Source: an optimization exercise on an open RTL-to-GDS flow (aim: small area and a short achievable clock period). Production flows keep margins and buffers that such runs may drop.
In this exercise RTL edits were held to simulation tests only and were not proved equivalent to the original.
Power and IR drop assume default switching activity.

## flow/design.v (module list and top-level ports; edited modules follow where they fit)
// module gg_deblock_stage1: 26 lines
// module gg_deblock_stage2: 59 lines
// module gg_deblock_stage3: 29 lines
// module gg_deblock_index: 84 lines
// module gg_deblock_params: 550 lines
// module gg_deblock_dec: 48 lines
// module gg_deblock_dp: 126 lines
// module gg_deblock_clip: 45 lines
// module gg_deblock_unc: 29 lines
// module gg_deblock_filter_top: 85 lines
module gg_deblock_filter_top (
    input  logic         clk,
    input  logic [511:0] blki_d,
    input  logic [17:0]  bs_d,
    input  logic [23:0]  qpz_d,
    input  logic [4:0]   FilterOffsetA_d,
    input  logic [4:0]   FilterOffsetB_d,
    input  logic         ch_flag_d,
    output logic [511:0] blko_q
);
  // ...
==> flow/run.sh <==
#!/bin/bash
# synth_recipe.tcl (not shown) runs the flow's synth.tcl, then flattens the netlist and writes it again
# the make line also repeats each setting of config.mk as NAME=value (left out here)
make -C /OpenROAD-flow-scripts/flow DESIGN_CONFIG=/design/flow/config.mk WORK_HOME=/design/flow/orfs CLKGATE_MAP_FILE= SYNTH_SCRIPT=/design/flow/synth_recipe.tcl finish
==> flow/config.mk <==
export PLATFORM = sky130hd
export DESIGN_NAME = gg_deblock_filter_top
export DESIGN_NICKNAME = gg_deblock_filter_top
export VERILOG_FILES = /design/flow/design.v
export SDC_FILE = /design/flow/constraint.sdc
export NUM_CORES = 4
export LEC_CHECK = 0
export ABC_AREA = 1
export CAP_MARGIN = 20
export CORE_MARGIN = 2
export CORE_UTILIZATION = 30
export PLACE_DENSITY = 0.35
export SLEW_MARGIN = 20
==> flow/constraint.sdc <==
create_clock -name core_clock -period 27.0 [get_ports {clk}]
set_input_delay 5.4000 -clock core_clock [delete_from_list [all_inputs] [get_ports {clk}]]
set_output_delay 5.4000 -clock core_clock [all_outputs]
set_load 0.01 [all_outputs]
==> results_dict.tcl, run 1 <==
set metrics [dict create \
    synth.top_cell.area_share_pct 21.1 \
    r2r_start "ch_flag" \
    status "timing/DRC/antenna clean" \
    r2r_slack_ns 16.48 \
    p_seq_mw 2.95 \
    hold_buffers 0 \
    layout_commonest_cell "inv_1" \
    p_total_mw 18.3 \
    cp_num_cells 32 \
    clock_cell_area_share_pct 3.35 \
    seqCellArea_mm2 0.0283 \
    drv_cap 0 \
    grt_util_all_layers_pct 26.9 \
    drv_slew 0 \
    use_met3_pct 3.74 \
    io_buffers 1077 \
    tightest_slew_ns 1.32 \
    hold_slack_ns 0.294 \
    netlist_instances 24400 \
    dr_wl_met3_mm 49.2 \
    syn-cell-area_mm2 0.193 \
    crit_path_end_kind "register" \
    synth_xor_area_share_pct 4.97 \
    synth_top_area_cell "fa_1" \
    seq-cell-share_pct 12.7 \
    worstReg2RegEnd "hclp[69]" \
    leakagePower_nw 111 \
    nNonClkBuffers 1408 \
    clk_path_buf_depth 4 \
    reg_top3 "blki: 512 flops, blkm: 512 flops, hclp: 144 flops" \
    inverters 5109 \
    dp_cells 34000 \
    ys_seq_area_share_pct 14.7 \
    setup.worst_path.end "vflg[14]" \
]
==> module gg_deblock_stage2, before the edit <==
module gg_deblock_stage2
(
    input  logic [0:3][0:15][7:0] blki,
    output logic [0:3][0:15][7:0] blkm,    
    input  logic [0:2][41:0]      thr,
    input  logic [0:2][0:1][14:0] tcs,
    input  logic [0:2][0:1]       is4,
    input  logic [0:2][0:1]       is13,
    input  logic                  ch_flag,
    input  logic [0:3][4:0]       vflg,
    input  logic [0:3][28:0]      vunc,
    output logic [0:7][4:0]       hflg,
    output logic [0:7][17:0]      hclp
);
    logic [0:15][7:0] cur_blk;
    logic [0:15][7:0] lef_blk;
    assign blkm[0] = blki[0];
    assign blkm[1] = blki[1];
    assign blkm[2] = lef_blk;
    assign blkm[3] = cur_blk;
    genvar ii;
    generate
        for (ii = 0; ii < 4; ii++) begin : g_v
            gg_deblock_dp #(.MODE(3)) _dp (
                .ch_flag ( ch_flag ), .tcs ( tcs[0][ii/2] ), .flags ( vflg[ii] ), .clp ( 18'd0 ), .unc ( vunc[ii] ),
                .pi ( { blki[2][3+4*ii], blki[2][2+4*ii], blki[2][1+4*ii], blki[2][0+4*ii] } ),
                .qi ( { blki[3][0+4*ii], blki[3][1+4*ii], blki[3][2+4*ii], blki[3][3+4*ii] } ),
                .po ( { lef_blk[3+4*ii], lef_blk[2+4*ii], lef_blk[1+4*ii], lef_blk[0+4*ii] } ),
                .qo ( { cur_blk[0+4*ii], cur_blk[1+4*ii], cur_blk[2+4*ii], cur_blk[3+4*ii] } )
            );
        end
        for (ii = 0; ii < 4; ii++) begin : g_h
            gg_deblock_dec _dec1 (
                .thr ( thr[1] ), .is4 ( is4[1][ii/2] ), .is13 ( is13[1][ii/2] ),
                .pi ( { blki[0][3*4+ii], blki[0][2*4+ii], blki[0][1*4+ii], blki[0][0*4+ii] } ),
                .qi ( { lef_blk[0*4+ii], lef_blk[1*4+ii], lef_blk[2*4+ii], lef_blk[3*4+ii] } ),
                .flags ( hflg[ii] )
            );
            gg_deblock_clip _clp1 (
                .ch_flag ( ch_flag ), .tcs ( tcs[1][ii/2] ), .flags ( hflg[ii] ),
                .pi ( { blki[0][3*4+ii], blki[0][2*4+ii], blki[0][1*4+ii], blki[0][0*4+ii] } ),
                .qi ( { lef_blk[0*4+ii], lef_blk[1*4+ii], lef_blk[2*4+ii], lef_blk[3*4+ii] } ),
                .clp ( hclp[ii] )
            );
            gg_deblock_dec _dec2 (
                .thr ( thr[2] ), .is4 ( is4[2][ii/2] ), .is13 ( is13[2][ii/2] ),
                .pi ( { blki[1][3*4+ii], blki[1][2*4+ii], blki[1][1*4+ii], blki[1][0*4+ii] } ),
                .qi ( { cur_blk[0*4+ii], cur_blk[1*4+ii], cur_blk[2*4+ii], cur_blk[3*4+ii] } ),
                .flags ( hflg[4+ii] )
            );
            gg_deblock_clip _clp2 (
                .ch_flag ( ch_flag ), .tcs ( tcs[2][ii/2] ), .flags ( hflg[4+ii] ),
                .pi ( { blki[1][3*4+ii], blki[1][2*4+ii], blki[1][1*4+ii], blki[1][0*4+ii] } ),
                .qi ( { cur_blk[0*4+ii], cur_blk[1*4+ii], cur_blk[2*4+ii], cur_blk[3*4+ii] } ),
                .clp ( hclp[4+ii] )
            );
        end
    endgenerate
endmodule
==> module gg_deblock_stage3, before the edit <==
module gg_deblock_stage3
(
    input  logic [0:3][0:15][7:0] blkm,
    output logic [0:3][0:15][7:0] blko,
    input  logic [1:2][0:1][14:0] tcs,
    input  logic                  ch_flag,
    input  logic [0:7][4:0]       hflg,
    input  logic [0:7][17:0]      hclp
);
    genvar ii;
    generate
        for (ii = 0; ii < 4; ii++) begin : g_h
            gg_deblock_dp #(.MODE(2)) _dp1 (
                .ch_flag ( ch_flag ), .tcs ( tcs[1][ii/2] ), .flags ( hflg[ii] ), .clp ( hclp[ii] ), .unc ( 29'd0 ),
                .pi ( { blkm[0][3*4+ii], blkm[0][2*4+ii], blkm[0][1*4+ii], blkm[0][0*4+ii] } ),
                .qi ( { blkm[2][0*4+ii], blkm[2][1*4+ii], blkm[2][2*4+ii], blkm[2][3*4+ii] } ),
                .po ( { blko[0][3*4+ii], blko[0][2*4+ii], blko[0][1*4+ii], blko[0][0*4+ii] } ),
                .qo ( { blko[2][0*4+ii], blko[2][1*4+ii], blko[2][2*4+ii], blko[2][3*4+ii] } )
            );
            gg_deblock_dp #(.MODE(2)) _dp2 (
                .ch_flag ( ch_flag ), .tcs ( tcs[2][ii/2] ), .flags ( hflg[4+ii] ), .clp ( hclp[4+ii] ), .unc ( 29'd0 ),
                .pi ( { blkm[1][3*4+ii], blkm[1][2*4+ii], blkm[1][1*4+ii], blkm[1][0*4+ii] } ),
                .qi ( { blkm[3][0*4+ii], blkm[3][1*4+ii], blkm[3][2*4+ii], blkm[3][3*4+ii] } ),
                .po ( { blko[1][3*4+ii], blko[1][2*4+ii], blko[1][1*4+ii], blko[1][0*4+ii] } ),
                .qo ( { blko[3][0*4+ii], blko[3][1*4+ii], blko[3][2*4+ii], blko[3][3*4+ii] } )
            );
        end
    endgenerate
endmodule
==> module gg_deblock_filter_top, before the edit <==
module gg_deblock_filter_top (
    input  logic         clk,
    input  logic [511:0] blki_d,
    input  logic [17:0]  bs_d,
    input  logic [23:0]  qpz_d,
    input  logic [4:0]   FilterOffsetA_d,
    input  logic [4:0]   FilterOffsetB_d,
    input  logic         ch_flag_d,
    output logic [511:0] blko_q
);
    logic [0:3][0:15][7:0] blki_w;
    logic [0:3][5:0]       qpz_w;
    logic [0:2][0:1][2:0]  bs_w;
    logic [0:2][6:0]       tA_w, tB_w;
    logic [0:2][41:0]      thr_w;
    logic [0:2][0:1][14:0] tcs_w;
    logic [0:2][0:1]       is4_w, is13_w;
    logic [0:3][4:0]       vflg_w;
    logic [0:3][28:0]      vunc_w;
    assign blki_w = blki_d;
    assign qpz_w  = qpz_d;
    assign bs_w   = bs_d;
    gg_deblock_index _idx (
        .qpz(qpz_w), .FilterOffsetA(FilterOffsetA_d), .FilterOffsetB(FilterOffsetB_d),
        .ch_flag(ch_flag_d), .tA(tA_w), .tB(tB_w)
    );
    gg_deblock_params _par1 (
        .tA(tA_w), .tB(tB_w), .bs(bs_w),
        .thr(thr_w), .tcs(tcs_w), .is4(is4_w), .is13(is13_w)
    );
    gg_deblock_stage1 _st1 (
        .blki ( blki_w ), .thr ( thr_w ), .is4 ( is4_w ), .is13 ( is13_w ), .vflg ( vflg_w ), .vunc ( vunc_w )
    );
    logic [0:3][0:15][7:0] blki;
    logic [0:2][6:0]       tA, tB;
    logic [0:2][0:1][2:0]  bs;
    logic                  ch_flag;
    logic [0:3][4:0]       vflg;
    logic [0:1][14:0]      tcs0;
    logic [0:3][28:0]      vunc;
    always_ff @(posedge clk) begin
        blki    <= blki_d;
        tA      <= tA_w;
        tB      <= tB_w;
        bs      <= bs_d;
        ch_flag <= ch_flag_d;
        vflg    <= vflg_w;
        tcs0    <= tcs_w[0];
        vunc    <= vunc_w;
    end
    logic [0:2][41:0]      thr;
    logic [0:2][0:1][14:0] tcs, tcs_s2;
    logic [0:2][0:1]       is4, is13;
    logic [0:3][0:15][7:0] blkm_w;
    logic [0:7][4:0]       hflg_w;
    logic [0:7][17:0]      hclp_w;
    gg_deblock_params _par2 (
        .tA(tA), .tB(tB), .bs(bs),
        .thr(thr), .tcs(tcs), .is4(is4), .is13(is13)
    );
    assign tcs_s2 = { tcs0, tcs[1], tcs[2] };
    gg_deblock_stage2 _st2 (
        .blki ( blki ), .blkm ( blkm_w ),
        .thr ( thr ), .tcs ( tcs_s2 ), .is4 ( is4 ), .is13 ( is13 ),
        .ch_flag ( ch_flag ), .vflg ( vflg ), .vunc ( vunc ), .hflg ( hflg_w ), .hclp ( hclp_w )
    );
    logic [0:3][0:15][7:0] blkm;
    logic [0:7][4:0]       hflg;
    logic [0:7][17:0]      hclp;
    logic [1:2][0:1][14:0] tcs_h;
    logic                  ch_flag_h;
    always_ff @(posedge clk) begin
        blkm      <= blkm_w;
        hflg      <= hflg_w;
        hclp      <= hclp_w;
        tcs_h     <= tcs[1:2];
        ch_flag_h <= ch_flag;
    end
    logic [0:3][0:15][7:0] blko;
    gg_deblock_stage3 _st3 (
        .blkm ( blkm ), .blko ( blko ), .tcs ( tcs_h ), .ch_flag ( ch_flag_h ),
        .hflg ( hflg ), .hclp ( hclp )
    );
    assign blko_q = blko;
endmodule
==> run 2, diff against run 1 <==
--- a/flow/design.v
+++ b/flow/design.v
@@ -29,5 +29,5 @@
 (
     input  logic [0:3][0:15][7:0] blki,
-    output logic [0:3][0:15][7:0] blkm,    
+    output logic [0:3][0:15][7:0] blkb,    
     input  logic [0:2][41:0]      thr,
     input  logic [0:2][0:1][14:0] tcs,
@@ -37,13 +37,10 @@
     input  logic [0:3][4:0]       vflg,
     input  logic [0:3][28:0]      vunc,
-    output logic [0:7][4:0]       hflg,
-    output logic [0:7][17:0]      hclp
+    output logic [0:7][17:0]      hadd     
 );
     logic [0:15][7:0] cur_blk;
     logic [0:15][7:0] lef_blk;
-    assign blkm[0] = blki[0];
-    assign blkm[1] = blki[1];
-    assign blkm[2] = lef_blk;
-    assign blkm[3] = cur_blk;
+    logic [0:7][4:0]  hflg;
+    logic [0:7][17:0] hclp;
     genvar ii;
     generate
@@ -82,4 +79,23 @@
                 .clp ( hclp[4+ii] )
             );
+            gg_deblock_dp #(.MODE(2)) _bas1 (
+                .ch_flag ( ch_flag ), .tcs ( 15'd0 ), .flags ( hflg[ii] & 5'b10111 ), .clp ( 18'd0 ), .unc ( 29'd0 ),
+                .pi ( { blki[0][3*4+ii], blki[0][2*4+ii], blki[0][1*4+ii], blki[0][0*4+ii] } ),
+                .qi ( { lef_blk[0*4+ii], lef_blk[1*4+ii], lef_blk[2*4+ii], lef_blk[3*4+ii] } ),
+                .po ( { blkb[0][3*4+ii], blkb[0][2*4+ii], blkb[0][1*4+ii], blkb[0][0*4+ii] } ),
+                .qo ( { blkb[2][0*4+ii], blkb[2][1*4+ii], blkb[2][2*4+ii], blkb[2][3*4+ii] } )
+            );
+            gg_deblock_dp #(.MODE(2)) _bas2 (
+                .ch_flag ( ch_flag ), .tcs ( 15'd0 ), .flags ( hflg[4+ii] & 5'b10111 ), .clp ( 18'd0 ), .unc ( 29'd0 ),
+                .pi ( { blki[1][3*4+ii], blki[1][2*4+ii], blki[1][1*4+ii], blki[1][0*4+ii] } ),
+                .qi ( { cur_blk[0*4+ii], cur_blk[1*4+ii], cur_blk[2*4+ii], cur_blk[3*4+ii] } ),
+                .po ( { blkb[1][3*4+ii], blkb[1][2*4+ii], blkb[1][1*4+ii], blkb[1][0*4+ii] } ),
+                .qo ( { blkb[3][0*4+ii], blkb[3][1*4+ii], blkb[3][2*4+ii], blkb[3][3*4+ii] } )
+            );
+        end
+        for (ii = 0; ii < 8; ii++) begin : g_add
+            assign hadd[ii][17:12] = hflg[ii][3] ? hclp[ii][17:12] : 6'd0;
+            assign hadd[ii][11:6]  = (hflg[ii][3] && hflg[ii][2] && !ch_flag) ? hclp[ii][11:6] : 6'd0;
+            assign hadd[ii][5:0]   = (hflg[ii][3] && hflg[ii][1] && !ch_flag) ? hclp[ii][5:0]  : 6'd0;
         end
     endgenerate
@@ -87,30 +103,23 @@
 module gg_deblock_stage3
 (
-    input  logic [0:3][0:15][7:0] blkm,
+    input  logic [0:3][0:15][7:0] blkb,
     output logic [0:3][0:15][7:0] blko,
-    input  logic [1:2][0:1][14:0] tcs,
-    input  logic                  ch_flag,
-    input  logic [0:7][4:0]       hflg,
-    input  logic [0:7][17:0]      hclp
+    input  logic [0:7][17:0]      hadd
 );
-    genvar ii;
-    generate
-        for (ii = 0; ii < 4; ii++) begin : g_h
-            gg_deblock_dp #(.MODE(2)) _dp1 (
-                .ch_flag ( ch_flag ), .tcs ( tcs[1][ii/2] ), .flags ( hflg[ii] ), .clp ( hclp[ii] ), .unc ( 29'd0 ),
-                .pi ( { blkm[0][3*4+ii], blkm[0][2*4+ii], blkm[0][1*4+ii], blkm[0][0*4+ii] } ),
-                .qi ( { blkm[2][0*4+ii], blkm[2][1*4+ii], blkm[2][2*4+ii], blkm[2][3*4+ii] } ),
-                .po ( { blko[0][3*4+ii], blko[0][2*4+ii], blko[0][1*4+ii], blko[0][0*4+ii] } ),
-                .qo ( { blko[2][0*4+ii], blko[2][1*4+ii], blko[2][2*4+ii], blko[2][3*4+ii] } )
-            );
-            gg_deblock_dp #(.MODE(2)) _dp2 (
-                .ch_flag ( ch_flag ), .tcs ( tcs[2][ii/2] ), .flags ( hflg[4+ii] ), .clp ( hclp[4+ii] ), .unc ( 29'd0 ),
-                .pi ( { blkm[1][3*4+ii], blkm[1][2*4+ii], blkm[1][1*4+ii], blkm[1][0*4+ii] } ),
-                .qi ( { blkm[3][0*4+ii], blkm[3][1*4+ii], blkm[3][2*4+ii], blkm[3][3*4+ii] } ),
-                .po ( { blko[1][3*4+ii], blko[1][2*4+ii], blko[1][1*4+ii], blko[1][0*4+ii] } ),
-                .qo ( { blko[3][0*4+ii], blko[3][1*4+ii], blko[3][2*4+ii], blko[3][3*4+ii] } )
-            );
+    function automatic logic [31:0] addc(input logic [31:0] pq, input logic [17:0] c);
+        logic [7:0] p0, p1, q0, q1;
+        { p1, p0, q0, q1 } = pq;
+        addc = { p1 + {{2{c[11]}}, c[11:6]}, p0 + {{2{c[17]}}, c[17:12]},
+                 q0 - {{2{c[17]}}, c[17:12]}, q1 + {{2{c[5]}}, c[5:0]} };
+    endfunction
+    always_comb begin
+        blko = blkb;
+        for (int ii = 0; ii < 4; ii++) begin
+            { blko[0][2*4+ii], blko[0][3*4+ii], blko[2][0*4+ii], blko[2][1*4+ii] } =
+                addc({ blkb[0][2*4+ii], blkb[0][3*4+ii], blkb[2][0*4+ii], blkb[2][1*4+ii] }, hadd[ii]);
+            { blko[1][2*4+ii], blko[1][3*4+ii], blko[3][0*4+ii], blko[3][1*4+ii] } =
+                addc({ blkb[1][2*4+ii], blkb[1][3*4+ii], blkb[3][0*4+ii], blkb[3][1*4+ii] }, hadd[4+ii]);
         end
-    endgenerate
+    end
 endmodule
 module gg_deblock_index
@@ -1050,7 +1059,6 @@
     logic [0:2][0:1][14:0] tcs, tcs_s2;
     logic [0:2][0:1]       is4, is13;
-    logic [0:3][0:15][7:0] blkm_w;
-    logic [0:7][4:0]       hflg_w;
-    logic [0:7][17:0]      hclp_w;
+    logic [0:3][0:15][7:0] blkb_w;
+    logic [0:7][17:0]      hadd_w;
     gg_deblock_params _par2 (
         .tA(tA), .tB(tB), .bs(bs),
@@ -1059,24 +1067,17 @@
     assign tcs_s2 = { tcs0, tcs[1], tcs[2] };
     gg_deblock_stage2 _st2 (
-        .blki ( blki ), .blkm ( blkm_w ),
+        .blki ( blki ), .blkb ( blkb_w ),
         .thr ( thr ), .tcs ( tcs_s2 ), .is4 ( is4 ), .is13 ( is13 ),
-        .ch_flag ( ch_flag ), .vflg ( vflg ), .vunc ( vunc ), .hflg ( hflg_w ), .hclp ( hclp_w )
+        .ch_flag ( ch_flag ), .vflg ( vflg ), .vunc ( vunc ), .hadd ( hadd_w )
     );
-    logic [0:3][0:15][7:0] blkm;
-    logic [0:7][4:0]       hflg;
-    logic [0:7][17:0]      hclp;
-    logic [1:2][0:1][14:0] tcs_h;
-    logic                  ch_flag_h;
+    logic [0:3][0:15][7:0] blkb;
+    logic [0:7][17:0]      hadd;
     always_ff @(posedge clk) begin
-        blkm      <= blkm_w;
-        hflg      <= hflg_w;
-        hclp      <= hclp_w;
-        tcs_h     <= tcs[1:2];
-        ch_flag_h <= ch_flag;
+        blkb <= blkb_w;
+        hadd <= hadd_w;
     end
     logic [0:3][0:15][7:0] blko;
     gg_deblock_stage3 _st3 (
-        .blkm ( blkm ), .blko ( blko ), .tcs ( tcs_h ), .ch_flag ( ch_flag_h ),
-        .hflg ( hflg ), .hclp ( hclp )
+        .blkb ( blkb ), .blko ( blko ), .hadd ( hadd )
     );
     assign blko_q = blko;
==> run 2 against run 1 <==
Net effect:
- still clean on timing, DRC and antenna
- global-route usage rose by 0.075 points
- clock power shrank 9.3%
- sequential share of layout area down 0.25 points
- combinational power hardly changed
- register-to-register slack worse by 0.60 ns
- final cell count fell by 2.1%
- die area down 0.43%
- core utilization down 0.27 points
- via count down 2.5%
- critical path type unchanged
- largest power group unchanged
==> results_dict.tcl, run 2 <==
set metrics [dict create \
    status "timing/DRC/antenna clean" \
    crit_path_max_fanout 18 \
    die_h_um 805 \
    post-cts-setup-buffers 0 \
    synth_top_area_cell "fa_1" \
    dp_slack_ns 12.82 \
    p_sw_share_pct 52.2 \
    layout_commonest_cell "inv_1" \
    synth.area.mux_share_pct 0.131 \
    min_period_ns 13.18 \
    power_frac_seq_pct 14.5 \
    synthFlopType "dfxtp_1" \
    finalHoldViolCount 0 \
    n_fill_cell 67900 \
    synth.top_cell.area_share_pct 21.2 \
    p_comb_share_pct 69.4 \
    p_switching_mw 9.16 \
    htreeDepth 4 \
    drv_slew 0 \
    grt_pass1_vias 161000 \
    drtIter0Drc 10800 \
    multi_input_area_mm2 0.142 \
    grt_util_all_layers_pct 26.9 \
    io_pins 1078 \
    syn_area_per_cell_um2 8.04 \
    synthTopCellsByArea "fa_1, ha_1, dfxtp_1, inv_1, nand2_1" \
    syn-cell-area_mm2 0.192 \
    ant_nets 0 \
    crit_path_end_kind "register" \
    worstPathRequired_ns 27.91 \
    holdCritPathClass "register to register" \
    wl_per_cell_um 26.3 \
    setup_tns_ns 0 \
    finalSetupViolCount 0 \
    dr.pass1.iters 6 \
    drv_cap 0 \
    grt_overflow_total 0 \
    dieWidth_um 805 \
    finalCritPeriodShare_pct 48.8 \
    ys_seq_area_share_pct 14.3 \
    yosys_warnings 10 \
    routed_wirelength_mm 890 \
    vdd_drop_max_mv 0.0602 \
    clk_path_buf_depth 4 \
    timing.final.ws_setup_ns 13.82 \
    routabilityCongestion 0.904 \
    synth_fa_ha_area_share_pct 42.0 \
    tightest_slew_ns 1.23 \
    cts_resized 0 \
    hold_buffers 0 \
    yosysMostFrequentCell "inv_1" \
    slew_headroom_pct 17.4 \
    layout.cells.most_common_list "inv_1, ha_1, nand2_1, fa_1, nor2_1" \
    worst_ep_arrival_time_ns 14.09 \
    synth_top_family_by_area "adder cells" \
    synth-simple-area-share_pct 12.9 \
    cts_tree "yes" \
    synth_xor_area_share_pct 6.36 \
    dieArea_mm2 0.648 \
    core_area_mm2 0.640 \
    seqCellArea_mm2 0.0275 \
    grt_max_degree 41 \
    fin_worst_skew_ns 0.0828 \
    cts_root_buf "clkbuf_16" \
    start_util_pct 30.1 \
    io_buffers 1077 \
    synth-compound-area-share_pct 12.4 \
    yosys-top-cells-count "inv_1, ha_1, nand2_1" \
    dp.final_hpwl_mm 761 \
    cts.sinks 1373 \
    num_vias 161000 \
    synth_seq_cells 1373 \
    drive_gt1_share_pct 4.49 \
    synth.distinct_cells 90 \
    area_growth_pct 15.1 \
    cts_buffers 194 \
    clock.fmax_mhz 75.9 \
    start_kind "primary input" \
    netlist_instances 23900 \
    power_frac_clock_pct 16.1 \
    num_rows 294 \
    grt_pass1_wl_mm 1240 \
    clkTransAtPathRegs_ns 0.06 \
    insertion_delay_ns 1.02 \
    nets 30900 \
    rsz0062_at_grt "false" \
    critPathKind "primary input to register" \
    synth_edf_count 0 \
    drc 0 \
    grt_antenna_before_repair 216 \
    leakagePower_nw 112 \
    syn-num-nets 29700 \
    viasPerCell 4.77 \
    intPower_mw 8.38 \
    synthArstFlopShare_pct 0 \
    power_density_mw_per_mm2 79.2 \
    hold_slack_ns 0.350 \
    reg_top3 "blkb: 512 flops, blki: 512 flops, hadd: 144 flops" \
]
==> run 2: cell count changes after synthesis, moves of 77 or more <==
cell / before / now
clkbuf_1: 209 / 99
inv_1: 5032 / 5277
buf_4: 130 / 266
nand2_1: 3214 / 3115
o21ai_0: 1569 / 1183
nor2_1: 2299 / 1697
xnor2_1: 403 / 489
xor2_1: 691 / 906
ha_1: 3118 / 3195
==> run 2: worst paths after layout <==
| check | from | endpoint | slack (ns) | cells past startpoint |
|---|---|---|---|---|
| setup / recovery | ch_flag_d | vflg[18] | 13.82 | 25 |
| setup reg to reg | ch_flag | blkb[416] | 15.88 | 41 |
| hold reg to reg | blki[486] | blkb[486] | 0.35 | 0 |
| hold / removal | blki[486] | blkb[486] | 0.35 | 0 |
==> run 2: stage by stage <==
step	instance area [um2]	power [mW]	cells	utilization (%)
2_1_floorplan	192000	10.8	23900	-
3_3_place_gp	214000	14.7	33400	33.5
3_5_place_dp	214000	14.7	33400	33.5
4_1_cts	221000	17.7	33700	34.5
5_1_grt	221000	19.4	33800	34.6
6_report	221000	17.5	33800	34.6
==> run 2: per-layer routing <==
layer | global-route usage [%] | part of all wire [%]
met5 | 0 | 0.028
met4 | 4.93 | 2.0
met3 | 3.33 | 4.9
met2 | 42.5 | 44
met1 | 39.6 | 49
==> run 2: area by class of cell <==
class | instances | area share, %
multi-input cells | 16700 | 64.3
flip-flops and latches | 1373 | 12.4
inverters | 5355 | 9.08
repair buffers | 1482 | 6.25
well taps | 8436 | 4.77
clock buffers | 244 | 2.42
clock inverters | 104 | 0.620
diodes | 110 | 0.124
==> run 2: critical path: stages <==
cell and delay [ns]:
clkdlybuf4s50_1 0.90, clkinv_1 0.47, o21ai_0 0.32, nor2_1 0.07, nor3_1 0.79, fa_1 0.30
ha_1 0.17, inv_1 0.06, fa_1 0.45, o221ai_1 0.30, a21oi_1 0.11, o21bai_1 0.16
xor2_1 0.30, nand3_1 0.74, inv_1 0.90, nand2_1 0.25, a21oi_1 0.18, o21ai_0 0.15
a31oi_1 0.73, ha_1 0.39, a21oi_1 0.16, a21oi_1 0.08, o21ai_0 0.36, nand3_1 0.17
nor2_1 0.13
==> run 2: logic make-up after synthesis <==
kind of cell,count (synthesis)
flip-flops,1373
multiplexers,25
adder cells (fa/ha/maj),5235
buffers and inverters,5814
AND/OR/NAND/NOR,5960
XOR/XNOR,1396
AO/OA/AOI/OAI,4118
==> run 2: power groups by stage <==
stage,registers [mW],clock network (mW),logic (mW)
global placement,2.60,0,12.1
floorplan,2.43,0,8.33
detailed placement,2.59,0,12.1
CTS,2.55,2.92,12.2
global route,2.56,2.97,13.9
finish,2.54,2.82,12.2

[re-timing with driven ports]
The results above use ideal ports. As a check the final layouts listed here were re-extracted and re-timed, cells and wires unchanged.
Step 1 (the two cells are an assumption about what drives the block):
set clk [get_ports {clk}]
set_driving_cell -lib_cell sky130_fd_sc_hd__clkbuf_16 $clk
set_driving_cell -lib_cell sky130_fd_sc_hd__buf_2 [delete_from_list [all_inputs] $clk]
Step 2 moves the port delays by t, midway between the first and last clock arrival at a register: inputs arrive t later, outputs are due t later. That takes back most of the time a late clock gives input paths.
Three values: ideal, step 1, step 2; two values: the first two.
| run | shift t [ns] | slack for setup (ns) | worst hold slack (ns) |
|---|---|---|---|
| run 1 | 1.133 | 14.351 / 14.459 / 13.326 | 0.294 / 0.294 / 0.294 |
| run 2 | 1.131 | 13.821 / 13.954 / 12.823 | 0.350 / 0.350 / 0.350 |
After both steps every run listed still meets setup and hold. The setup slack of run 1, which loses most, moves by +0.108 ns with the drivers and by -1.025 ns with both steps.
